From an optimization exercise on the open Yosys and OpenROAD flow, aimed at small area; shortcuts taken in it are not production practice.
Only simulation tests tie the RTL to the original design; equivalence was not proved.
No activity file was given, so power comes from the tool's default toggle rates.

==> flow/design.v <==
module UltrasoundDME(
    input   clk,
    input   rst,                         
    input   start,
    input   receive,
    output  reg signal_1,
    output  reg signal_2,
    output  reg [6:0] a_to_g,
    output  dot,
    output  reg [3:0] led_bits,
    output  receive_detect,
    output  start_detect,
    output  flag_square_detect,
    output  flag_button_detect
    );
    localparam [13:0] PRE_INV = 14'b10101010101010;
    localparam [9:0]  C_INV   = 10'b1010101010;
    localparam [10:0] D_INV   = 11'b01010101010;
    reg  [13:0] pre_r;
    reg  [1:0]  sel;             
    wire [13:0] pre = pre_r ^ PRE_INV;
    wire pre_z   = ~|pre[12:0];
    wire pre_end = pre[13] & pre_z;
    always @(posedge clk) begin
        if (rst) begin
            pre_r <= PRE_INV;
            sel   <= 2'b00;
        end else begin
            pre_r <= {pre[12:0], pre[13] ^ pre[12] ^ pre[11] ^ pre[1] ^ pre_z} ^ PRE_INV;
            if (pre_end) sel <= {sel[0], ~sel[1]};
        end
    end
    reg flag_button, flag_square, flag_receive, t_rst;
    wire press   = start & ~flag_button;
    wire capture = receive & ~flag_receive;
    wire q_1400;
    wire w_end;
    always @(posedge clk) begin
        if (rst) begin
            flag_button  <= 0;
            flag_square  <= 0;
            flag_receive <= 0;
            t_rst        <= 0;
        end else begin
            t_rst        <= press;
            flag_button  <= flag_button ? ~q_1400 : start;
            flag_receive <= flag_receive ? ~press : receive;
            flag_square  <= (flag_square | press) & ~w_end;
        end
    end
    reg  [10:0] d_r;
    reg  [4:0]  w;
    wire [10:0] d = d_r ^ D_INV;
    wire d_end = d[0] & d[1] & ~d[2] & d[3] & d[4] & ~d[5] & ~d[8] & ~d[10];
    assign w_end = w[4] & ~w[2] & ~w[1] & ~w[0];
    wire toggle = flag_square & d_end;
    always @(posedge clk)
        if (~flag_square | d_end) d_r <= D_INV;
        else                      d_r <= {d[9:0], ~(d[10] ^ d[1])} ^ D_INV;
    always @(posedge clk) begin
        if (rst | w_end)
            w <= 0;
        else if (toggle & signal_2)
            w <= {w[3:0], ~(w[4] ^ w[3])};
        if (rst) begin
            signal_1 <= 0;
            signal_2 <= 0;
        end else if (toggle) begin
            signal_1 <= signal_2;
            signal_2 <= ~signal_2;
        end
    end
    reg  [9:0]  c_r;             
    reg  [2:0]  p;               
    reg  [3:0]  q0, q1, q2, q3;  
    reg         q4;              
    wire [9:0]  c = c_r ^ C_INV;
    wire c_end  = ~c[0] & c[1] & ~c[2] & c[3] & c[4] & ~c[5] & ~c[7] & ~c[9];  
    wire next_long = (p[2] ^ p[1]) & ~(p[1] ^ p[0]);    
    wire q_sat  = q4 & q3[0] & q2[2] & q2[1] & q2[0] & q1[2] & q0[2];  
    assign q_1400 = q4 | q3[3] | q3[2] | q3[1] | (q3[0] & (q2[3] | q2[2]));
    wire i0 = c_end & ~q_sat;
    wire i1 = i0 & q0[3] & q0[0];
    wire i2 = i1 & q1[3] & q1[0];
    wire i3 = i2 & q2[3] & q2[0];
    wire i4 = i3 & q3[3] & q3[0];
    function [3:0] bcd_inc(input [3:0] v);
        bcd_inc = (v[3] & v[0]) ? 4'd0 : v + 1'b1;
    endfunction
    always @(posedge clk) begin
        if (rst | t_rst) begin
            c_r <= C_INV;
            p   <= 0;
            q0 <= 0; q1 <= 0; q2 <= 0; q3 <= 0; q4 <= 0;
        end else begin
            if (c_end) begin
                c_r <= {9'd0, ~next_long} ^ C_INV;
                p   <= {p[1:0], ~(p[2] ^ p[1])};
            end else
                c_r <= {c[8:0], ~(c[9] ^ c[6])} ^ C_INV;
            if (i0) q0 <= bcd_inc(q0);
            if (i1) q1 <= bcd_inc(q1);
            if (i2) q2 <= bcd_inc(q2);
            if (i3) q3 <= bcd_inc(q3);
            if (i4) q4 <= 1'b1;
        end
    end
    reg [3:0] r0, r1, r2, r3;
    always @(posedge clk) begin
        if (rst) begin
            r0 <= 0; r1 <= 0; r2 <= 0; r3 <= 0;
        end else if (capture) begin
            r0 <= q0; r1 <= q1; r2 <= q2; r3 <= q3;
        end
    end
    reg [3:0] num;
    always @(*) begin
        case (sel)
            2'b00: begin num = r0; led_bits = 4'b0001; end
            2'b01: begin num = r1; led_bits = 4'b0010; end
            2'b11: begin num = r2; led_bits = 4'b0100; end
            default: begin num = r3; led_bits = 4'b1000; end
        endcase
        case (num)
            4'd0: a_to_g = 7'b1111110;
            4'd1: a_to_g = 7'b0110000;
            4'd2: a_to_g = 7'b1101101;
            4'd3: a_to_g = 7'b1111001;
            4'd4: a_to_g = 7'b0110011;
            4'd5: a_to_g = 7'b1011011;
            4'd6: a_to_g = 7'b1011111;
            4'd7: a_to_g = 7'b1110000;
            4'd8: a_to_g = 7'b1111111;
            4'd9: a_to_g = 7'b1111011;
            default: a_to_g = 7'b1111110;
        endcase
    end
    assign dot                = led_bits[1];
    assign receive_detect     = flag_receive;
    assign start_detect       = start;
    assign flag_square_detect = flag_square;
    assign flag_button_detect = flag_button;
endmodule
==> flow/flow/run.sh <==
#!/bin/bash
# Layout flow: the standard flow (standard.sh) with two changes.
#  1. Synthesis is the standard flow's synthesis script, except that Yosys's abc call maps the
#     logic with flow/area.abc (an area-oriented ABC script) instead of ORFS's
#     delay-oriented script. Every other synthesis step is unchanged, so the
#     registers, their names and their cells are those of the standard synthesis.
#  2. Port buffers are sky130_fd_sc_hd__buf_1 cells.
# Each tool's output goes to a log file in this folder (and ORFS's own logs under orfs/logs).
set -euo pipefail
W=$(pwd)
F=$W/flow
SD=$FLOW_HOME/scripts

# synthesis script: ORFS synth.tcl with only the abc call changed
sed 's#log_cmd abc {\*}\$abc_args#log_cmd abc -script '"$F"'/area.abc {*}$lib_args {*}$lib_dont_use_args#' \
    "$SD/synth.tcl" > "$W/synth_area.tcl"
grep -q 'area.abc' "$W/synth_area.tcl"
sed 's#source \$::env(SCRIPTS_DIR)/synth.tcl#source '"$W"'/synth_area.tcl#' "$W/synth_recipe.tcl" > "$W/flow_synth.tcl"
grep -q 'synth_area.tcl' "$W/flow_synth.tcl"

# standard.sh, with the synthesis script above
sed 's#SYNTH_SCRIPT=[^ ]*synth_recipe.tcl#SYNTH_SCRIPT='"$W"'/flow_synth.tcl#' "$W/standard.sh" > "$W/flow_standard.sh"
grep -q 'flow_synth.tcl' "$W/flow_standard.sh"

export BUFFER_PORTS_ARGS="-buffer_cell sky130_fd_sc_hd__buf_1"
bash "$W/flow_standard.sh" synth > "$W/synth.log" 2>&1
bash "$W/flow_standard.sh" > "$W/layout.log" 2>&1
test -s "$W/out/final.def"
==> flow/flow/area.abc <==
strash
dch -f
amap
==> flow/standard.sh <==
#!/bin/bash
# synth_recipe.tcl (not shown) runs the flow's synth.tcl, then flattens the netlist and writes it again
# the make line also repeats each setting of config.mk as NAME=value (left out here)
make -C /OpenROAD-flow-scripts/flow DESIGN_CONFIG=/design/flow/config.mk WORK_HOME=/design/flow/orfs CLKGATE_MAP_FILE= SYNTH_SCRIPT=/design/flow/synth_recipe.tcl "${@:-finish}"
==> flow/config.mk <==
export PLATFORM = sky130hd
export DESIGN_NAME = UltrasoundDME
export DESIGN_NICKNAME = UltrasoundDME
export VERILOG_FILES = /design/flow/design.v
export SDC_FILE = /design/flow/constraint.sdc
export NUM_CORES = 4
export LEC_CHECK = 0
export CAP_MARGIN = 20
export CORE_MARGIN = 2
export CORE_UTILIZATION = 40
export SLEW_MARGIN = 20
==> flow/constraint.sdc <==
create_clock -name core_clock -period 100.0 [get_ports {clk}]
set_input_delay 20.0000 -clock core_clock [delete_from_list [all_inputs] [get_ports {clk}]]
set_output_delay 20.0000 -clock core_clock [all_outputs]
set_load 0.01 [all_outputs]
==> summary.txt, run 1 <==
Synth
Synthesis handed over a netlist of 317 instances. The flip-flop cell with the highest count after synthesis is sky130_fd_sc_hd__dfxtp_1. The register bit count reported by yosys is 84.

The number of enable-type register cells in the synthesized netlist is 0. The number of nets in the synthesized netlist is 331. In this run the mean area of a mapped cell was between 9 and 10 um^2. Yosys attributes the largest share of cell area to sky130_fd_sc_hd__dfxtp_1, sky130_fd_sc_hd__o221a_1, sky130_fd_sc_hd__nor2_1. The cell with the most instances after synthesis is sky130_fd_sc_hd__dfxtp_1. The cell area that synthesis handed to floorplanning was 3040 um^2. The number of warnings issued by yosys is 1. The leading area contributor after synthesis is sky130_fd_sc_hd__dfxtp_1. By count the netlist is led by sky130_fd_sc_hd__dfxtp_1, sky130_fd_sc_hd__nor2_1, sky130_fd_sc_hd__nand2_1. Of all flip-flops after synthesis, the portion carrying an async set or reset was 0%. The fraction of the yosys area taken by sequential cells is 55.3%. The number of unique standard cell types used by synthesis is 36.

The area share of the largest cell type after synthesis is 55.3%.

Pwr
The relative contribution of sequential cells to total power is 56.4%. Across the VDD grid, the largest voltage drop is between 8 and 9 uV. Of the total power, the clock network draws between 30% and 40%. For this design the total switching power over the nets is 14.7 uW.

The power density relative to cell area is roughly 18 nW/um^2. The total power of the final layout is 62.0 uW. The analysis attributes to cell leakage a power of 1.25 nW. In this run switching power makes up 23.7% of total power. The share of total power dissipated in combinational logic is 6.5%. The internal power contribution is between 40 and 50 uW.

GRT
Global routing used 15.6% of the available tracks across all layers. The maximum number of pins on one net before global-route repair is 24. The number of antenna violations at the first check in global routing was 0. The global routing met1 resource utilization is 20.9%. After global routing the overflow that remains totals 0. In the global route stage, met3 resource usage came out at 4.23%. The routing usage on met2 is 23.3%. The most used routing layer in global routing is met2. The via count of the first global-routing pass was 2271.

The first global-routing pass estimated between 10000 and 15000 um of wire.

Timing
For the pin with the worst max-slew slack, the measured transition is 0.835 ns. The final-report max-slew violation count is 0. Clock skew on the completed layout was measured at 0.00557 ns. The final sum of negative setup slack is 0 ns.

After layout, the worst path uses 40.3% of the clock period. The final-report hold violation count is 0. The minimum clock period is 40.26 ns.

The remaining max-slew budget at the tightest pin is 43.8%. The maximum clock rate is 24.8 MHz. Setup violations remaining at the end of the flow were counted as 0. Setup repair after global routing left no endpoint under its margin.

Routing
The count of antenna-violating nets left after detailed routing is 0. The number of vias in the routed layout is 2317. The routed wire length is 5900 um. In the final routed layout, each cell accounts on average for approximately 13 um.

The number of DRC markers in iteration 0 is 78. For this run, design rule violations remaining after detail routing come to 0. The first-pass iteration count of the detailed router is 5. Dividing the detail-routed via count by the number of cells gives 5.11.

Worst setup path
The endpoint kind of the worst setup timing path is a primary output. The worst setup path is launched from an input pin. The classification of the worst setup path is input pin to primary output. For the worst flop-to-flop path, the logic depth is 12. By instance count, the cell type seen most on the critical path is sky130_fd_sc_hd__buf_1. Data arrives at the worst endpoint at between 20 and 25 ns. The standard cell with the maximum stage delay on the critical path is sky130_fd_sc_hd__buf_1. The worst register-to-register path begins at c_r[5]$_SDFF_PP1_.

The setup check on the worst reg-to-reg path leaves a slack of 97.17 ns. The longest individual stage delay on the worst path is 0.16 ns. The category of cells accounting for the largest share of critical-path delay is buffers and inverters. In this run the critical register-to-register path is captured at q3[2]$_SDFFE_PP0P_. The number of buffer and inverter stages on the critical path is 2. In this run the worst path has a maximum fanout of 2. At the worst endpoint, the required time is 80.00 ns.

The critical path goes through buf_1 > buf_1.

Clocking
The number of gates given a new drive strength after cts is 0. The buffer count from post-CTS setup fixing is 0. In this run the clock root is driven by a sky130_fd_sc_hd__clkbuf_8. The count of hold buffers inserted by post-cts repair is 0. The clock-pin slew reported for the worst setup and hold paths after clock tree synthesis is approximately 0.080 ns. TritonCTS built the clock tree.

In this run the number of H-tree levels came out at 3. The total CTS buffers is 9. The CTS sink count is 84. The clock passes through at most 2 buffers. The clock insertion delay at the later pin of the skew report is 0.35 ns.

Hold path
The worst hold path terminates at d_r[7]$_SDFF_PP1_. In this run the worst hold path is classified as flop to flop. The number of cells on the worst hold path is 1. The beginning of the worst hold path is d_r[6]$_SDFF_PP0_.

Placed design
Input and output buffers added on the ports amount to 21. Once detailed placement completed, the half-perimeter wirelength came to 3920 um. In this run, placement finished with an instance count of ~440.

The final weighted congestion of routability-driven global placement is 0.782.

Layout
Compared with the post-synthesis result, the final layout area differs by 12.7%. The final instance count without filler cells is 453. The share of final-layout standard cells stronger than drive strength 1 is under 10%. At the end of the flow, the number of nets in the layout was between 300 and 400. The antenna diode instance count is 0.

Die
The region available for standard cell placement spans ~7300 um^2. The initialized floorplan defines 31 standard-cell rows. The die extent in y is about 90 um.

The overall die width is between 90 and 100 um. The area of the die is 8310 um^2. 22 I/O pins were placed. For this configuration, the core starts out at a cell density of 41.7%.

Status
The run finished with no timing, DRC or antenna violations.

Flow run
Max-cap violations in this run came to 0.
[worst reg2reg max path, stage by stage (launching register included)]
cell                        delay (ns)
sky130_fd_sc_hd__dfxtp_1          0.34
sky130_fd_sc_hd__nand2_1          0.06
sky130_fd_sc_hd__nor3_1           0.13
sky130_fd_sc_hd__nand4_1          0.38
sky130_fd_sc_hd__clkinv_1         0.24
sky130_fd_sc_hd__o31ai_1          0.15
sky130_fd_sc_hd__clkinv_1         0.15
sky130_fd_sc_hd__nand3_1          0.14
sky130_fd_sc_hd__nor2_1           0.38
sky130_fd_sc_hd__nand2_1          0.22
sky130_fd_sc_hd__clkinv_1         0.12
sky130_fd_sc_hd__nand2_1          0.07
sky130_fd_sc_hd__a2111oi_0        0.35
[state kept, by name, summed over array words and instances, names as in the netlist]
register	cells
pre_r	14
d_r	11
c_r	10
w	5
q0	4
q1	4
q2	4
q3	4
r0	4
r1	4
r2	4
r3	4
p	3
sel	2
flag_button	1
flag_receive	1
flag_square	1
q4	1
signal_1	1
signal_2	1
t_rst	1
[worst max-delay path by stage]
stage | start | end | slack (ns) | depth (start not counted)
2_1_floorplan | start | start_detect | 59.88 | 1
3_3_place_gp | start | start_detect | 59.76 | 2
3_5_place_dp | start | start_detect | 59.75 | 2
4_1_cts | start | start_detect | 59.74 | 2
5_1_grt | start | start_detect | 59.72 | 2
6_report | start | start_detect | 59.74 | 2
[power by group through the flow]
stage	clock network (mW)	registers, mW	logic (mW)
after floorplan	0	0.0356	0.00285
after global placement	0	0.0357	0.00400
after detailed placement	0	0.0357	0.00404
after CTS	0.0237	0.0350	0.00407
after global routing	0.0253	0.0351	0.00455
final	0.0230	0.0350	0.00403
[cells by family after synthesis]
family / count (synthesis) / share of synthesized area, %
AOI/OAI and AO/OA: 77 / 20.1
adders and majority gates: 10 / 4.12
buffers and inverters: 31 / 4.07
DFF: 84 / 55.3
and+or+nand+nor: 115 / 16.4
[per-layer routing]
metal | wire length (um) | part of all wire [%]
met1 | 3100 | 53
met2 | 2470 | 42
met3 | 223 | 3.8
met4 | 110 | 1.9
met5 | 0 | 0
[stage by stage]
| step | instance area [um^2] | hold WS (ns) | setup WS [ns] | util (%) |
|---|---|---|---|---|
| 3_5_place_dp | 3240 | 0.348 | 59.75 | 44.5 |
| 6_report | 3430 | 0.366 | 59.74 | 47.0 |
| 2_1_floorplan | 3040 | 0.343 | 59.88 | - |
| 4_1_cts | 3430 | 0.368 | 59.74 | 47.0 |
| 3_3_place_gp | 3240 | 0.344 | 59.76 | 44.5 |
| 5_1_grt | 3430 | 0.393 | 59.72 | 47.0 |
[final cells by class]
cell class / instances / area, um^2
flip-flops and latches: 84 / 1680
clock buffers: 11 / 131
clock inverters: 5 / 52.6
fillers: 738 / 3860
repair buffers: 23 / 93.8
well taps: 99 / 124
inverters: 29 / 109
multi-input cells: 202 / 1230
[cell usage in the layout (no fill, tap or decap), types with 3 or more instances in the layout]
cell type                   n
sky130_fd_sc_hd__a311oi_1   3
sky130_fd_sc_hd__a221oi_1   3
sky130_fd_sc_hd__o22ai_1    4
sky130_fd_sc_hd__a22oi_1    3
sky130_fd_sc_hd__nand2_1   35
sky130_fd_sc_hd__nand3_1   10
sky130_fd_sc_hd__ha_1      10
sky130_fd_sc_hd__a211oi_1   4
sky130_fd_sc_hd__nor2_1    50
sky130_fd_sc_hd__o21ai_0    8
sky130_fd_sc_hd__dfxtp_1   84
sky130_fd_sc_hd__clkinv_2   3
sky130_fd_sc_hd__o221a_1   20
sky130_fd_sc_hd__nand4_1    3
sky130_fd_sc_hd__nor2b_1    4
sky130_fd_sc_hd__clkbuf_8   9
sky130_fd_sc_hd__a21oi_1   16
sky130_fd_sc_hd__buf_1     21
sky130_fd_sc_hd__nor3_1     5
sky130_fd_sc_hd__a222oi_1   3
sky130_fd_sc_hd__clkinv_1  29
==> run 2, diff against run 1 <==
--- a/flow/flow/run.sh
+++ b/flow/flow/run.sh
@@ -7,2 +7,3 @@
 #  2. Port buffers are sky130_fd_sc_hd__buf_1 cells.
+#  3. Clock tree synthesis runs with the arguments in flow/cts_args.
 # Each tool's output goes to a log file in this folder (and ORFS's own logs under orfs/logs).
@@ -25,2 +26,4 @@
 export BUFFER_PORTS_ARGS="-buffer_cell sky130_fd_sc_hd__buf_1"
+# clock tree: small buffers, no dummy loads
+export CTS_ARGS="$(cat "$F/cts_args")"
 bash "$W/flow_standard.sh" synth > "$W/synth.log" 2>&1
==> flow/flow/cts_args (new file) <==
-sink_clustering_enable -repair_clock_nets -dont_use_dummy_load -buf_list sky130_fd_sc_hd__clkbuf_4 -root_buf sky130_fd_sc_hd__clkbuf_4 -sink_clustering_size 30
==> run 2 against run 1 <==
Compared with the run above:
- critical path type unchanged
- worst setup slack unchanged
- non-clock buffer count unchanged
- still clean
- power fell by 15%
- utilization decreased by 1.6 points
- global-route usage decreased by 0.53 points
- largest power group unchanged
==> summary.txt, run 2 <==
Layout
The antenna diode instance count is 0 (unchanged). The flip-flop count of the largest register, all copies and words added was 14 (unchanged). The number of nets at the end of the flow is 363 (unchanged). The filler cell count is 747 (+1.2%). The most frequent standard cell in the layout excluding fill and tap cells is sky130_fd_sc_hd__dfxtp_1.

The post-synthesis to final-layout area growth is 8.89%. The register name with the most flops is pre_r. The share of final-layout standard cells stronger than drive strength 1 came to 3.17% (-1.3 points). In the layout the commonest cells are sky130_fd_sc_hd__dfxtp_1, sky130_fd_sc_hd__nor2_1, sky130_fd_sc_hd__nand2_1. In the final layout, the registers with the most flip-flops are pre_r x14, d_r x11, c_r x10. The utilization after layout is 45.4% (-1.6 points).

Worst setup path
The data arrival time of the critical path came to 20.26 ns (about the same). The slowest stage of the critical path is the sky130_fd_sc_hd__buf_1 cell. The top fanout value on the critical path is 2 (unchanged). The most numerous cell on the critical path is sky130_fd_sc_hd__buf_1.

STA classifies the critical path startpoint as an input pin. Walking the worst path, the cells encountered are buf_1 > buf_1. The endpoint required time on the critical path is 80.00 ns (about the same). STA classifies the critical path endpoint as a primary output.

The classification of the worst setup path is input pin to primary output. Broken down by cell family, the worst path's largest delay share belongs to buffers and inverters. The longest individual stage delay on the worst path is 0.16 ns (about the same).

The number of buffer and inverter stages on the critical path came to 2 (unchanged).

Synth
The mean cell area of the mapped netlist is 9.59 um^2 (unchanged). The number of unique standard cell types used by synthesis came to 36 (unchanged). The register bit count reported by yosys was 84 (unchanged).

The number of nets in the synthesized netlist is 331 (unchanged). The number of enable-type register cells in the synthesized netlist is 0 (unchanged). By count the netlist is led by sky130_fd_sc_hd__dfxtp_1, sky130_fd_sc_hd__nor2_1, sky130_fd_sc_hd__nand2_1.

The number of warnings issued by yosys came to 1 (unchanged). The async set-or-reset flop fraction in the synthesized netlist is 0% (unchanged). sky130_fd_sc_hd__dfxtp_1 is the most common cell in the netlist.

The fraction of the yosys area taken by sequential cells came to 55.3% (unchanged). The synthesized instance count is 317 (unchanged). After synthesis, the cell types taking the most area are sky130_fd_sc_hd__dfxtp_1, sky130_fd_sc_hd__o221a_1, sky130_fd_sc_hd__nor2_1. Summed over all instances, the cell type with the most area after synthesis is sky130_fd_sc_hd__dfxtp_1.

The summed instance area of the synthesized netlist is 3040 um^2 (unchanged). The area share of the largest cell type after synthesis is 55.3% (unchanged). The flip-flop cell with the highest count after synthesis is sky130_fd_sc_hd__dfxtp_1.

GRT
The global-route total usage across every layer is 15.1% (-0.53 points). The via count of the first global-routing pass is 2228 (-1.9%). The maximum number of pins on one net before global-route repair is 24 (unchanged). The number of antenna violations at the first check in global routing is 0 (unchanged). The global route total overflow is 0 (unchanged). The first-pass GRT wire length came to 10200 um (-3.0%).

Routing
The wire length per cell came to 12.8 um (-1.9%). The number of vias in the routed layout is 2294 (-0.99%). The number of DRC markers in iteration 0 came to 107 (+37%).

The routed via count divided by cell count is 5.14 (+0.56%). The count of antenna-violating nets left after detailed routing is 0 (unchanged). The routed wire length is 5700 um (-3.4%). The first-pass iteration count of the detailed router is 4 (-1). The remaining routing DRC violations is 0 (unchanged).

Placed design
The final weighted congestion of routability-driven global placement was 0.782 (unchanged). The sum of net half-perimeters after detailed placement was 3920 um (unchanged). The count of buffers inserted at the top-level ports is 21 (unchanged).

Die
The row count came to 31 (unchanged). The count of pins on the block boundary is 22 (unchanged). The core region area is 7290 um^2 (unchanged). The die extent in y is 91.2 um (unchanged). The overall die width is 91.2 um (unchanged). The area of the die is 8310 um^2 (unchanged).

The initial cell density of the core was 41.7% (unchanged).

Timing
The maximum clock rate is 24.8 MHz (about the same). The remaining max-slew budget at the tightest pin is 47.0% (+3.1 points). The minimum clock period is 40.26 ns (unchanged).

The count of final setup violators is 0 (unchanged). The final sum of negative setup slack is 0 ns (unchanged). The final-report max-slew violation count is 0 (unchanged).

The worst-margin pin slew is 0.788 ns (-0.0468 ns). The share of the cycle needed by the critical path after routing is 40.3% (unchanged). The final-report hold violation count is 0 (unchanged). The clock tree skew after final layout is 0.0262 ns (+0.0206 ns). Setup repair after global routing left no endpoint under its margin.

Status
The flow ran to the end and the layout has no timing, DRC or antenna violations.

Clocking
The maximum buffer depth of the clock tree is 2 (unchanged). TritonCTS built the clock tree. The clock-pin slew reported for the worst setup and hold paths after clock tree synthesis came to 0.12 ns (+0.04 ns). The number of H-tree levels is 3 (unchanged). The clock insertion delay at the later pin of the skew report is 0.41 ns (+0.06 ns). The CTS sink count is 84 (unchanged). The total CTS buffers is 9 (unchanged). The count of hold buffers inserted by post-cts repair is 0 (unchanged). The buffer count from post-CTS setup fixing is 0 (unchanged).

The cell at the root of the clock tree is sky130_fd_sc_hd__clkbuf_4. The number of gates given a new drive strength after cts came to 0 (unchanged).

Hold path
The worst min-delay path category is flop to flop.

Pwr
The power density relative to cell area is 15.9 nW/um^2 (-12%). The leakage component of the power is 1.20 nW (-4.1%). The peak ir drop on the vdd network was 8.04 uV (-3.7%).

Flow run
The count of max-cap constraint violations was 0 (unchanged).
## run 2: changes by cell type in the layout (fill, tap and decap cells not counted)
cell	delta
sky130_fd_sc_hd__clkbuf_4	+9
sky130_fd_sc_hd__clkbuf_8	-9
sky130_fd_sc_hd__clkinv_2	-3
sky130_fd_sc_hd__clkbuf_1	-2
sky130_fd_sc_hd__bufinv_16	-1
sky130_fd_sc_hd__clkinvlp_4	-1
## run 2: where the power goes
part / total (mW) / internal, mW / switching (mW)
Clock: 0.0137 / 0.00420 / 0.00954
Sequential: 0.0350 / 0.0344 / 0.000599
Combinational: 0.00401 / 0.00151 / 0.00250
## run 2: cell type report
cell class / count / area (um^2) / share of cell area, %
Sequential cell: 84 / 1680 / 50.8
Multi-Input combinational cell: 202 / 1230 / 37.3
Tap cell: 99 / 124 / 3.74
Inverter: 29 / 109 / 3.29
Timing Repair Buffer: 23 / 93.8 / 2.83
Clock buffer: 9 / 67.6 / 2.04
## run 2: cell families (layout without fill, tap and decap cells)
logic type	Yosys count	after routing	synth area share (%)
and+or+nand+nor	115	115	16.4
buffers and inverters	31	61	4.07
adders and majority gates	10	10	4.12
DFF	84	84	55.3
AOI/OAI and AO/OA	77	77	20.1
## run 2: path summary, 6_finish.rpt
| kind | startpoint | end | slack (ns) | cells past startpoint |
|---|---|---|---|---|
| hold reg to reg | d_r[6]$_SDFF_PP0_ | d_r[7]$_SDFF_PP1_ | 0.37 | 1 |
| setup reg to reg | c_r[5]$_SDFF_PP1_ | q3[2]$_SDFFE_PP0P_ | 97.20 | 12 |
| setup / recovery | start | start_detect | 59.74 | 2 |
| hold / removal | d_r[6]$_SDFF_PP0_ | d_r[7]$_SDFF_PP1_ | 0.37 | 1 |
## run 2: metrics by stage
stage | power [mW] | cells | hold slack, ns | instance area (um^2) | setup slack, ns
final | 0.0527 | 446 | 0.374 | 3310 | 59.74
after global routing | 0.0556 | 446 | 0.403 | 3310 | 59.72
after CTS | 0.0534 | 446 | 0.378 | 3310 | 59.74
after detailed placement | 0.0398 | 437 | 0.348 | 3240 | 59.75
after global placement | 0.0397 | 437 | 0.344 | 3240 | 59.76
after floorplan | 0.0384 | 317 | 0.343 | 3040 | 59.88
## run 2: metal layers
metal | part of all wire, % | routed length, um | vias up | track usage (%)
li1 | - | - | 1209 | -
met1 | 53 | 3040 | 1041 | 20.4
met2 | 42 | 2370 | 35 | 22.2
met3 | 3.5 | 200 | 9 | 4.48
met4 | 1.6 | 94 | 0 | 6.82
met5 | 0 | 0 | - | 0
==> run 3, diff against run 2 <==
==> flow/flow/cts_args (replaced) <==
-sink_clustering_enable -repair_clock_nets -dont_use_dummy_load -buf_list sky130_fd_sc_hd__clkbuf_2 -root_buf sky130_fd_sc_hd__clkbuf_4 -sink_clustering_size 20
==> run 3 against run 2 <==
Compared with the run above:
- die area is the same
- flip-flop and latch count is the same
- synthesized cell count is the same
- clock skew is the same
- sequential power is essentially flat
- final area is the same
- critical path type unchanged
- critical endpoint unchanged
==> summary.txt, run 3 <==
Status
The run finished with no timing, DRC or antenna violations.

Synth
The fraction of the yosys area taken by sequential cells is 55.3% (unchanged). The number of nets in the synthesized netlist came to 331 (unchanged). The cell with the most instances after synthesis is sky130_fd_sc_hd__dfxtp_1. By count the netlist is led by sky130_fd_sc_hd__dfxtp_1, sky130_fd_sc_hd__nor2_1, sky130_fd_sc_hd__nand2_1.

The register bit count reported by yosys is 84 (unchanged). By area the synthesized netlist is led by sky130_fd_sc_hd__dfxtp_1, sky130_fd_sc_hd__o221a_1, sky130_fd_sc_hd__nor2_1. The area share of the largest cell type after synthesis came to 55.3% (unchanged).

The number of enable-type register cells in the synthesized netlist is 0 (unchanged). The async set-or-reset flop fraction in the synthesized netlist is 0% (unchanged). The number of warnings issued by yosys is 1 (unchanged). The number of unique standard cell types used by synthesis is 36 (unchanged). The mean cell area of the mapped netlist is 9.59 um^2 (unchanged). The synthesized instance count is 317 (unchanged). The flip-flop cell with the highest count after synthesis is sky130_fd_sc_hd__dfxtp_1. The summed instance area of the synthesized netlist is 3040 um^2 (unchanged). The leading area contributor after synthesis is sky130_fd_sc_hd__dfxtp_1.

Worst setup path
The number of buffer and inverter stages on the critical path is 2 (unchanged). The worst setup path is captured at a primary output. Walking the worst path, the cells encountered are buf_1 > buf_1. The worst setup path is launched from an input pin. The most numerous cell on the critical path is sky130_fd_sc_hd__buf_1. The longest individual stage delay on the worst path is 0.16 ns (about the same). The worst setup path is of the input pin to primary output kind. On the critical path the largest part of the delay comes from buffers and inverters. The standard cell with the maximum stage delay on the critical path is sky130_fd_sc_hd__buf_1. The endpoint required time on the critical path came to 80.00 ns (about the same).

The data arrival time of the critical path is 20.26 ns (about the same). The top fanout value on the critical path is 2 (unchanged).

Routing
The first-pass iteration count of the detailed router was 4 (unchanged). The count of antenna-violating nets left after detailed routing was 0 (unchanged). The wire length per cell is 12.8 um (unchanged). The routed wire length was 5700 um (unchanged). The routed via count divided by cell count is 5.14 (unchanged). The remaining routing DRC violations is 0 (unchanged). The number of DRC markers in iteration 0 was 107 (unchanged). The number of vias in the routed layout is 2294 (unchanged).

Clocking
The number of gates given a new drive strength after cts is 0 (unchanged). The maximum buffer depth of the clock tree is 2 (unchanged). The count of hold buffers inserted by post-cts repair is 0 (unchanged). The clock-pin slew reported for the worst setup and hold paths after clock tree synthesis is 0.12 ns (about the same). The number of H-tree levels is 3 (unchanged). The cell at the root of the clock tree is sky130_fd_sc_hd__clkbuf_4.

The TritonCTS clock tree is yes. The CTS sink count came to 84 (unchanged). The buffer count from post-CTS setup fixing is 0 (unchanged). The clock insertion delay at the later pin of the skew report was 0.41 ns (about the same).

The total CTS buffers is 9 (unchanged).

Die
The initial cell density of the core came to 41.7% (unchanged). The core region area is 7290 um^2 (unchanged). The die extent in y is 91.2 um (unchanged).

The overall die width is 91.2 um (unchanged). The row count is 31 (unchanged). The count of pins on the block boundary is 22 (unchanged). The area of the die came to 8310 um^2 (unchanged).

Layout
The storage element area is 1680 um^2 (unchanged). The largest registers in the layout are pre_r x14, d_r x11, c_r x10. The flip-flop count of the largest register, all copies and words added was 14 (unchanged). pre_r holds more flip-flops than any other register. The multi-input combinational cell area is 1230 um^2 (unchanged). The number of nets at the end of the flow was 363 (unchanged).

The most frequent standard cell in the layout excluding fill and tap cells is sky130_fd_sc_hd__dfxtp_1. The post-synthesis to final-layout area growth is 8.89% (unchanged). The library cells used most frequently in the layout, excluding fill and tap cells, are sky130_fd_sc_hd__dfxtp_1, sky130_fd_sc_hd__nor2_1, sky130_fd_sc_hd__nand2_1. The antenna diode instance count is 0 (unchanged). The share of final-layout standard cells stronger than drive strength 1 was 3.17% (unchanged). The filler cell count is 747 (unchanged).

Placed design
The sum of net half-perimeters after detailed placement was 3920 um (unchanged). The count of buffers inserted at the top-level ports is 21 (unchanged). The setup slack after placement is 59.75 ns (unchanged). The final weighted congestion of routability-driven global placement was 0.782 (unchanged).

Pwr
The power density relative to cell area is 15.9 nW/um^2 (unchanged). The peak ir drop on the vdd network was 8.04 uV (unchanged). The leakage component of the power is 1.20 nW (unchanged).

Timing
The remaining max-slew budget at the tightest pin is 47.0% (unchanged). The count of final setup violators was 0 (unchanged). The final-report hold violation count is 0 (unchanged). The worst-margin pin slew is 0.788 ns (unchanged).

The minimum clock period was 40.26 ns (unchanged). The final critical-path setup slack is 59.74 ns (unchanged). The final-report max-slew violation count is 0 (unchanged). Setup repair after global routing left no endpoint under its margin. The clock tree skew after final layout came to 0.0262 ns (unchanged). The share of the cycle needed by the critical path after routing is 40.3% (unchanged).

The maximum clock rate is 24.8 MHz (unchanged). The final sum of negative setup slack is 0 ns (unchanged).

GRT
The first-pass GRT wire length is 10200 um (unchanged). The global-route total usage across every layer was 15.1% (unchanged). The global route total overflow was 0 (unchanged).

The number of antenna violations at the first check in global routing came to 0 (unchanged). The via count of the first global-routing pass is 2228 (unchanged). The maximum number of pins on one net before global-route repair is 24 (unchanged).

Hold path
The worst hold path belongs to the class flop to flop.

Flow run
The count of max-cap constraint violations is 0 (unchanged).
run 3: cell counts after synthesis:
No cell type changed its count.
run 3: worst reg2reg max path, stage by stage, from the launching register on:
cell and delay (ns):
sky130_fd_sc_hd__dfxtp_1 0.34, sky130_fd_sc_hd__nand2_1 0.06, sky130_fd_sc_hd__nor3_1 0.12, sky130_fd_sc_hd__nand4_1 0.36, sky130_fd_sc_hd__clkinv_1 0.24, sky130_fd_sc_hd__o31ai_1 0.14
sky130_fd_sc_hd__clkinv_1 0.15, sky130_fd_sc_hd__nand3_1 0.14, sky130_fd_sc_hd__nor2_1 0.38, sky130_fd_sc_hd__nand2_1 0.22, sky130_fd_sc_hd__clkinv_1 0.12, sky130_fd_sc_hd__nand2_1 0.07
sky130_fd_sc_hd__a2111oi_0 0.35
run 3: layer usage:
metal	GRT usage (%)	part of all wire (%)
met1	20.4	53
met2	22.2	42
met3	4.48	3.5
met4	6.82	1.6
met5	0	0
run 3: per-stage QoR:
step | util [%] | hold slack, ns | cells | cell area (um^2) | power [mW]
detailed placement | 44.5 | 0.348 | 437 | 3240 | 0.0398
finish | 45.4 | 0.374 | 446 | 3310 | 0.0527
global route | 45.4 | 0.403 | 446 | 3310 | 0.0556
floorplan | - | 0.343 | 317 | 3040 | 0.0384
global placement | 44.5 | 0.344 | 437 | 3240 | 0.0397
CTS | 45.4 | 0.378 | 446 | 3310 | 0.0534
run 3: path summary, 6_finish.rpt:
kind,from,to,slack [ns],depth (start not counted)
hold reg to reg,d_r[6]$_SDFF_PP0_,d_r[7]$_SDFF_PP1_,0.37,1
setup / recovery,start,start_detect,59.74,2
setup reg to reg,c_r[5]$_SDFF_PP1_,q3[2]$_SDFFE_PP0P_,97.20,12
hold / removal,d_r[6]$_SDFF_PP0_,d_r[7]$_SDFF_PP1_,0.37,1
run 3: area by class of cell:
class,instances,share of cell area [%]
repair buffers,23,2.83
clock buffers,9,2.04
inverters,29,3.29
flip-flops and latches,84,50.8
multi-input cells,202,37.3
well taps,99,3.74
run 3: report_power, final:
| part | leakage, nW | internal, mW | switching, mW | total, mW |
|---|---|---|---|---|
| Clock | 0.0414 | 0.00420 | 0.00954 | 0.0137 |
| Sequential | 0.683 | 0.0344 | 0.000599 | 0.0350 |
| Combinational | 0.474 | 0.00151 | 0.00250 | 0.00401 |
| Total | 1.20 | 0.0401 | 0.0126 | 0.0527 |
run 3: kinds of logic (layout without fill, tap and decap cells):
logic type	count (synthesis)	in the layout	share of synthesized area, %
DFF	84	84	55.3
AOI/OAI and AO/OA	77	77	20.1
buffers and inverters	31	61	4.07
adders and majority gates	10	10	4.12
and+or+nand+nor	115	115	16.4
==> run 4, diff against run 3 <==
==> flow/run.sh (new file) <==
#!/bin/bash
# synth_recipe.tcl (not shown) runs the flow's synth.tcl, then flattens the netlist and writes it again
# the make line also repeats each setting of config.mk as NAME=value (left out here)
make -C /OpenROAD-flow-scripts/flow DESIGN_CONFIG=/design/flow/config.mk WORK_HOME=/design/flow/orfs CLKGATE_MAP_FILE= SYNTH_SCRIPT=/design/flow/synth_recipe.tcl finish
--- a/flow/config.mk
+++ b/flow/config.mk
@@ -7,2 +7,3 @@
 export LEC_CHECK = 0
+export ABC_AREA = 1
 export CAP_MARGIN = 20
removed: flow/flow/run.sh
removed: flow/flow/area.abc
removed: flow/flow/cts_args
removed: flow/standard.sh
==> run 4 against run 3 <==
Compared with the run above:
- die area is 12% higher
- cell count is 27% higher
- clock-buffer cell count is 1 higher
- clock skew is 0.018 ns lower
- sequential share of layout area is 7.7 points lower
- largest cell class unchanged
- highest routed layer unchanged
==> summary.txt, run 4 <==
Timing
The remaining max-slew budget at the tightest pin is 51.6% (+4.6 points). The final-report hold violation count was 0 (unchanged). Setup repair after global routing left no endpoint under its margin. The final sum of negative setup slack was 0 ns (unchanged). The final-report max-slew violation count came to 0 (unchanged). The clock tree skew after final layout came to 0.00863 ns (-0.0175 ns).

The minimum clock period is 41.01 ns (+0.748 ns). The maximum clock rate is 24.4 MHz (-1.8%). The count of final setup violators is 0 (unchanged).

The share of the cycle needed by the critical path after routing is 41.0% (+0.75 points). The worst-margin pin slew is 0.718 ns (-0.0701 ns).

Die
The count of pins on the block boundary was 22 (unchanged). The die extent in y is 96.5 um (+5.8%). The area of the die was 9310 um^2 (+12%). The initial cell density of the core came to 41.4% (-0.26 points). The core region area came to 8260 um^2 (+13%). The row count is 33 (+6.5%). The overall die width is 96.5 um (+5.8%).

Layout
In the layout the commonest cells are sky130_fd_sc_hd__dfxtp_1, sky130_fd_sc_hd__nand2_1, sky130_fd_sc_hd__nor2_1. Relative to the synthesized area, the layout overhead comes to 14.1%. The storage element area is 1680 um^2 (unchanged). The final non-filler cell area is 3900 um^2 (+18%). In the final layout, the registers with the most flip-flops are pre_r x14, d_r x11, c_r x10. The share of final-layout standard cells stronger than drive strength 1 is 10.2% (+7.0 points). The antenna diode instance count was 0 (unchanged).

The number of nets at the end of the flow is 469 (+29%). The multi-input combinational cell area is 1510 um^2 (+22%). The register name with the most flops is pre_r.

The flip-flop count of the largest register, all copies and words added is 14 (unchanged). The filler cell count is 848 (+14%). The library cell used most frequently in the layout, excluding fill and tap cells, is sky130_fd_sc_hd__dfxtp_1.

GRT
The via count of the first global-routing pass is 2567 (+15%). The first-pass GRT wire length came to 11100 um (+9.1%). The global-route total usage across every layer is 15.3% (+0.24 points).

The number of antenna violations at the first check in global routing is 0 (unchanged). The global route total overflow is 0 (unchanged). The maximum number of pins on one net before global-route repair is 28 (+17%).

Routing
The count of antenna-violating nets left after detailed routing is 0 (unchanged). The routed length on met1 is 3090 um (+1.8%). The routed via count divided by cell count came to 4.78 (-7.1%). The first-pass iteration count of the detailed router is 4 (unchanged). The wire length per cell is 11.2 um (-12%). The highest metal layer with signal wires is met4.

The routed wire length came to 6350 um (+11%). The remaining routing DRC violations is 0 (unchanged). The sum of met2 wire segment lengths after detailed routing came to 3050 um (+29%). The number of DRC markers in iteration 0 is 91 (-15%).

The number of vias in the routed layout is 2700 (+18%). The routed length on met3 is 147 um (-27%).

Clocking
The clock-pin slew reported for the worst setup and hold paths after clock tree synthesis was 0.08 ns (-0.04 ns). The buffer count from post-CTS setup fixing is 0 (unchanged). The cell at the root of the clock tree is sky130_fd_sc_hd__clkbuf_8.

The CTS sink count was 84 (unchanged). The count of hold buffers inserted by post-cts repair is 0 (unchanged). The maximum buffer depth of the clock tree came to 2 (unchanged). The clock insertion delay at the later pin of the skew report is 0.35 ns (-0.06 ns). The total CTS buffers came to 9 (unchanged).

The number of gates given a new drive strength after cts is 0 (unchanged). The number of H-tree levels is 3 (unchanged). The TritonCTS clock tree is yes.

Hold path
The number of cells on the worst hold path came to 1 (unchanged). The terminating pin of the worst hold path is d_r[7]$_SDFF_PP1_. The worst min-delay path category is flop to flop.

In this run the most critical hold path is launched from d_r[6]$_SDFF_PP0_.

Worst setup path
The longest individual stage delay on the worst path is 0.53 ns (+0.37 ns). The most numerous cell on the critical path is sky130_fd_sc_hd__clkdlybuf4s50_1. The data arrival time of the critical path is 21.01 ns (+0.75 ns). The startpoint identified for the worst register-to-register timing path is c_r[9]$_SDFF_PP1_. The endpoint of the lowest-slack register-to-register path is q3[1]$_SDFFE_PP0P_. The top fanout value on the critical path is 2 (unchanged). The worst setup path is of the input pin to primary output kind. Among cell families on the critical path, the largest total delay comes from buffers and inverters.

The signal on the critical path passes through clkdlybuf4s50_1 > clkdlybuf4s50_1. The depth of the worst register-to-register path was 9 (-3). The endpoint required time on the critical path is 80.00 ns (about the same). The number of buffer and inverter stages on the critical path is 2 (unchanged). The standard cell with the maximum stage delay on the critical path is sky130_fd_sc_hd__clkdlybuf4s50_1. STA classifies the critical path startpoint as an input pin. The endpoint kind of the worst setup timing path is a primary output. Tracing the worst setup path back leads to its startpoint at start.

The minimum setup slack among reg-to-reg paths is 98.35 ns (+1.15 ns).

Synth
The number of unique standard cell types used by synthesis is 40 (+11%). The area share of the largest cell type after synthesis is 49.1% (-6.2 points). The number of enable-type register cells in the synthesized netlist is 0 (unchanged).

The synthesized instance count is 431 (+36%). The mean cell area of the mapped netlist is 7.94 um^2 (-17%). The async set-or-reset flop fraction in the synthesized netlist is 0% (unchanged). Among all flip-flop cells after synthesis, the most frequent one is sky130_fd_sc_hd__dfxtp_1. Of all cell types, the one taking the most synthesized area is sky130_fd_sc_hd__dfxtp_1. The summed instance area of the synthesized netlist came to 3420 um^2 (+13%). The number of warnings issued by yosys is 1 (unchanged).

The number of nets in the synthesized netlist is 445 (+34%). The register bit count reported by yosys is 84 (unchanged). sky130_fd_sc_hd__dfxtp_1 is the most common cell in the netlist. The fraction of the yosys area taken by sequential cells is 49.1% (-6.2 points). Ranked by instance count, the synthesized netlist is headed by sky130_fd_sc_hd__dfxtp_1, sky130_fd_sc_hd__nand2_1, sky130_fd_sc_hd__nor2_1. After synthesis, the cell types taking the most area are sky130_fd_sc_hd__dfxtp_1, sky130_fd_sc_hd__nand2_1, sky130_fd_sc_hd__nor2_1.

Flow run
The count of max-cap constraint violations is 0 (unchanged).

Pwr
The peak ir drop on the vdd network is 5.63 uV (-30%). The leakage component of the power is 1.67 nW (+39%). The power density relative to cell area is 15.9 nW/um^2 (-0.23%).

Placed design
The area after detailed placement is 3720 um^2 (+15%). The sum of net half-perimeters after detailed placement is 4660 um (+19%). The final weighted congestion of routability-driven global placement is 0.765 (-2.2%). The count of buffers inserted at the top-level ports is 21 (unchanged).

Status
The run finished with no timing, DRC or antenna violations.
==> run 4: kinds of logic (layout without fill, tap and decap cells) <==
kind of cell    Yosys count  count (layout)  share of synthesized area, %
simple gates            204             204                          27.4
flops                    84              84                          49.1
compound gates           69              69                          11.1
buf+inv                  57              86                          6.87
fa+ha+maj                10              10                          3.66
xor+xnor                  7               7                          1.79
==> run 4: cell type report <==
class / instances / area share [%]
flip-flops and latches: 84 / 43.1
inverters: 48 / 4.74
clock inverters: 6 / 1.15
multi-input cells: 290 / 38.6
well taps: 105 / 3.37
repair buffers: 22 / 5.58
clock buffers: 10 / 3.53
==> run 4: where the power goes <==
part	total, mW	internal (mW)	leakage [nW]	switching (mW)
Combinational	0.00494	0.00210	0.891	0.00284
Sequential	0.0349	0.0343	0.683	0.000580
Clock	0.0222	0.00992	0.0974	0.0123
==> run 4: worst reg2reg max path, cell delays in order (launching register included) <==
cell                      delay [ns]
sky130_fd_sc_hd__dfxtp_1        0.36
sky130_fd_sc_hd__nand2_1        0.07
sky130_fd_sc_hd__inv_2          0.05
sky130_fd_sc_hd__nand2_2        0.05
sky130_fd_sc_hd__nor2_4         0.31
sky130_fd_sc_hd__nand3_2        0.23
sky130_fd_sc_hd__nor2_4         0.20
sky130_fd_sc_hd__nand2_1        0.09
sky130_fd_sc_hd__a21oi_1        0.12
sky130_fd_sc_hd__nor2_1         0.06
==> run 4: metrics by stage <==
| stage | utilization, % | hold slack, ns | instances | worst slack (ns) | total power, mW |
|---|---|---|---|---|---|
| final | 47.3 | 0.382 | 565 | 58.99 | 0.0620 |
| after global routing | 47.3 | 0.402 | 565 | 58.96 | 0.0651 |
| after CTS | 47.3 | 0.388 | 565 | 58.99 | 0.0630 |
| after detailed placement | 45.1 | 0.359 | 549 | 59.00 | 0.0407 |
| after global placement | 45.1 | 0.356 | 549 | 58.99 | 0.0406 |
| after floorplan | - | 0.351 | 431 | 59.88 | 0.0388 |
==> run 4: how the worst max path moves through the flow <==
stage	end	slack, ns	depth (start not counted)
after floorplan	start_detect	59.88	1
after global placement	start_detect	58.99	2
after detailed placement	start_detect	59.00	2
after CTS	start_detect	58.99	2
after global routing	start_detect	58.96	2
final	start_detect	58.99	2
==> run 4: metal layers <==
| metal | vias to the layer above | track usage [%] |
|---|---|---|
| li1 | 1429 | - |
| met1 | 1247 | 18.8 |
| met2 | 18 | 25.9 |
| met3 | 6 | 3.96 |
| met4 | 0 | 5.63 |
| met5 | - | 0 |

==> re-timing with driven ports <==
In the flow no input, the clock included, has a driving cell. The finished layouts below were timed again as built, in two steps. Step 1 (the two cells are an assumption about what drives the block):
set clk [get_ports {clk}]
set_driving_cell -lib_cell sky130_fd_sc_hd__clkbuf_16 $clk
set_driving_cell -lib_cell sky130_fd_sc_hd__buf_2 [delete_from_list [all_inputs] $clk]
Step 2 also shifts input and output timing later by t, the mid clock arrival at the registers, as if the neighbouring blocks saw the same clock. Three values: no drivers, after step 1, after step 2; two values: the first two.
run	shift t [ns]	setup WS [ns]	worst data-port slew with drivers (ns)
run 1	0.378	59.741 / 59.718 / 59.718	0.03
run 2	0.426	59.741 / 59.718 / 59.718	0.03
run 3	0.426	59.741 / 59.718 / 59.718	0.03
run 4	0.372	58.993 / 58.969 / 58.969	0.03
After both steps every run listed still meets setup and hold. The setup slack of run 4, which loses most, moves by -0.024 ns with the drivers and by -0.024 ns with both steps.
